Source: an optimization exercise on an open RTL-to-GDS flow (aim: small area). Production flows keep margins and buffers that such runs may drop. Where RTL was checked, it was by simulation tests only, not by an equivalence proof against the original. Power is estimated from default activity; no workload was simulated.

== old ==
// top
module top(
	input clk,
	input rst,
	output [2:0]vgaRed,
	output [2:0]vgaGreen,
	output [1:0]vgaBlue,
	output vgaHsync,
	output vgaVsync,
	output MemOE,
	output MemWR,
	output FlashRp,
	output FlashCS,
	output [23:1]MemAdr,
	input [15:0]MemDB,
	input [7:0]sw,
	input [3:0]btn,
	output [7:0]led,
	input PS2C,
	input PS2D,
	output [3:0]an,
	output [6:0]seg
);
	function automatic [15:0] addc(input [15:0] a, input [15:0] b, input ci);
		integer i;
		reg c;
		begin
			c = ci;
			for(i = 0; i < 16; i = i + 1) begin
				addc[i] = a[i] ^ b[i] ^ c;
				c = (a[i] & b[i]) | (c & (a[i] ^ b[i]));
			end
		end
	endfunction
	function automatic ltu(input [15:0] a, input [15:0] b);
		integer i;
		reg br;
		begin
			br = 0;
			for(i = 0; i < 16; i = i + 1)
				br = (~a[i] & b[i]) | (~(a[i] ^ b[i]) & br);
			ltu = br;
		end
	endfunction
	parameter E1L = 38;
	parameter E1R = 55;
	parameter E1T = 145;
	parameter E1B = 205;
	parameter E2L = 230;
	parameter E2R = 259;
	parameter E2T = 168;
	parameter E2B = 233;
	parameter E3L = 362;
	parameter E3R = 383;
	parameter E3T = 162;
	parameter E3B = 237;
	parameter E4L = 466;
	parameter E4R = 488;
	parameter E4T = 99;
	parameter E4B = 146;
	localparam [12:0] TOFF = 13'd281;
  ...
clock: 10.0 ns
lec_check: 0
cap_margin: 20
core_margin: 2
core_utilization: 40
slew_margin: 20
standard.sh (not shown) runs the stock make flow with config.mk's settings and CLKGATE_MAP_FILE= SYNTH_SCRIPT=/design/flow/synth_recipe.tcl, a recipe that flattens the netlist after the stock synthesis.
==> flow/flow/run.sh <==
#!/bin/bash
# Layout flow: the standard ORFS flow (standard.sh) with
#  - synthesis: the standard script (synth_recipe.tcl) with full-adder
#    extraction off and an area-oriented ABC script (flow/area.abc);
#    registers are mapped exactly as in the standard synthesis;
#  - port buffers: buf_1;
#  - clock tree: clkbuf_8, no dummy loads.
# Each ORFS step logs to orfs/logs/; make's own output goes to make_*.log.
set -euo pipefail
W=$(pwd)
bash standard.sh SYNTH_SCRIPT="$W/flow/synth.tcl" ADDER_MAP_FILE= \
  BUFFER_PORTS_ARGS="-buffer_cell sky130_fd_sc_hd__buf_1" \
  CTS_ARGS="-sink_clustering_enable -repair_clock_nets -buf_list sky130_fd_sc_hd__clkbuf_8 -dont_use_dummy_load" \
  finish > make_finish.log 2>&1
==> flow/flow/area.abc <==
strash
&get -n
&deepsyn -T 30
&put
dch -f
amap
topo
dnsize -c
==> flow/flow/synth.tcl <==
# The standard synthesis script, with ABC run on flow/area.abc instead
# of ORFS's speed script.
set ::area_abc [file join [file dirname [file normalize [info script]]] area.abc]
proc abc {args} {
  set i [lsearch $args -script]
  if {$i >= 0} { lset args [expr {$i + 1}] $::area_abc }
  yosys abc {*}$args
}
source [file join [file dirname [file dirname [file normalize [info script]]]] synth_recipe.tcl]
Changes in new relative to old:
diff --git a/flow/design.v b/flow/design.v
--- a/flow/design.v
+++ b/flow/design.v
@@ -271,31 +271,26 @@
 	wire [7:0]background = hc[0] ? cachebg[7:0] : cachebg[15:8];
 	wire hud_w = (hc == 10'd323 && ~ltu(rv, 237) && ltu(rv, 244)) ||
 		(rv == 10'd240 && ~ltu(hc, 320) && ltu(hc, 327));
 	wire hud_b = (hc == 10'd323 && ~ltu(rv, 230) && ltu(rv, 251)) ||
 		(rv == 10'd240 && ~ltu(hc, 313) && ltu(hc, 334));
 	wire hpbar = ~ltu(rv, 465) && ltu(rv, 475) && ~ltu(hc, 9) && ~ltu({hp4, 1'b0}, hc);
 	wire ammobar = ~ltu(hc, 608) && ltu(hc, 638) && ltu(rv, 475) &&
 		ammo_rows;
 	wire [5:0]ammo_sum = addc(row[8:4], ammo, ~ltu(row[3:0], 11));
 	wire ammo_rows = ammo_sum[5] | (&ammo_sum[4:1]);
-	wire theend = (hp4 == 7'd4);
-	wire c_r1 = theend | hud_w | (~hud_b & (hpbar | ammobar));
-	wire c_rb = ~hud_b;
-	wire c_g1 = ~theend & (hud_w | (~hud_b & ~hpbar & ammobar));
-	wire c_gb = ~theend & ~hud_b & ~hpbar;
-	wire c_b1 = ~theend & hud_w;
-	wire c_bb = ~theend & ~hud_b & ~hpbar & ~ammobar;
-	wire [7:0]color;
-	assign color[2:0] = {3{c_r1}} | ({3{c_rb}} & background[2:0]);
-	assign color[5:3] = {3{c_g1}} | ({3{c_gb}} & background[5:3]);
-	assign color[7:6] = {2{c_b1}} | ({2{c_bb}} & background[7:6]);
+	wire [7:0]color = (hp4 == 7'd4) ? 8'd7 :
+		hud_w ? 8'd255 :
+		hud_b ? 8'd0 :
+		hpbar ? 8'd7 :
+		ammobar ? 8'b00111111 :
+		background;
 	vga myvga(de, color, vgaRed, vgaGreen, vgaBlue);
 	reg [7:0]shoot;
 	wire shot = (shoot == 8'hfe);
 	reg [12:0]reload;
 	wire rz12 = (reload[11:0] == 0);
 	wire reloading = ~rz12 | reload[12];
 	wire reload_end = rz12 & reload[12];
 	wire reload_start = shot && (ammo == 1);
 	wire reload_fb = (reload[12] ^ reload[3] ^ reload[2] ^ reload[0] ^ rz12) & (reloading | reload_start);
 	always@(posedge clk or posedge rst) begin
Results
As far as number of tapcells goes, new and old are indistinguishable; the numbers are identical.
new vs old — complex-gate fraction of the synthesized area dropped 1.1 points.
Cell count after placement is lower on old
Total buffers and inverters traversed by the critical path on new is down relative to old.
Per-cell routed wire length: new and old compared, higher one is old
new reports its slowest library cell on the worst path as a21oi_1 while old reports dfrtp_1.
Looking at power across both flows, new is the weaker of the two, with old ahead.
new falls short of old in total detailed-routing wirelength.
Compared to old, new leaves less free space in the core.
new vs old: die area up
new ended with more worst setup slack than old.
Hold slack: new and old compared, lower one is new
Only the layout flow was run in new; the RTL was not checked for function there.

==> what the ideal ports hide <==
How much do the figures lean on ideal ports? The routed layouts below were timed once more, with nothing changed but the port constraints.
Step 1, drivers: a clkbuf_16 drives clk and a buf_2 each remaining input, both assumed.
Step 2 times the ports against the registers' clock, not the clock port: input delays grow and output delays shrink by t, the midpoint of the rising clock arrivals with the driver on.
Slacks: no drivers / after step 1 / after step 2; pairs: no drivers / after step 1.
| run | shift t [ns] | setup slack, ns | hold WS [ns] | worst setup path after step 2 | worst data-port slew with drivers (ns) |
|---|---|---|---|---|---|
| old | 0.486 | 4.406 / 4.366 / 4.561 | 0.349 / 0.349 / 0.349 | register to register | 0.04 |
| new | 0.490 | 4.623 / 4.584 / 4.623 | 0.337 / 0.337 / 0.337 | register to register | 0.04 |
After both steps setup and hold are still met in every run listed.
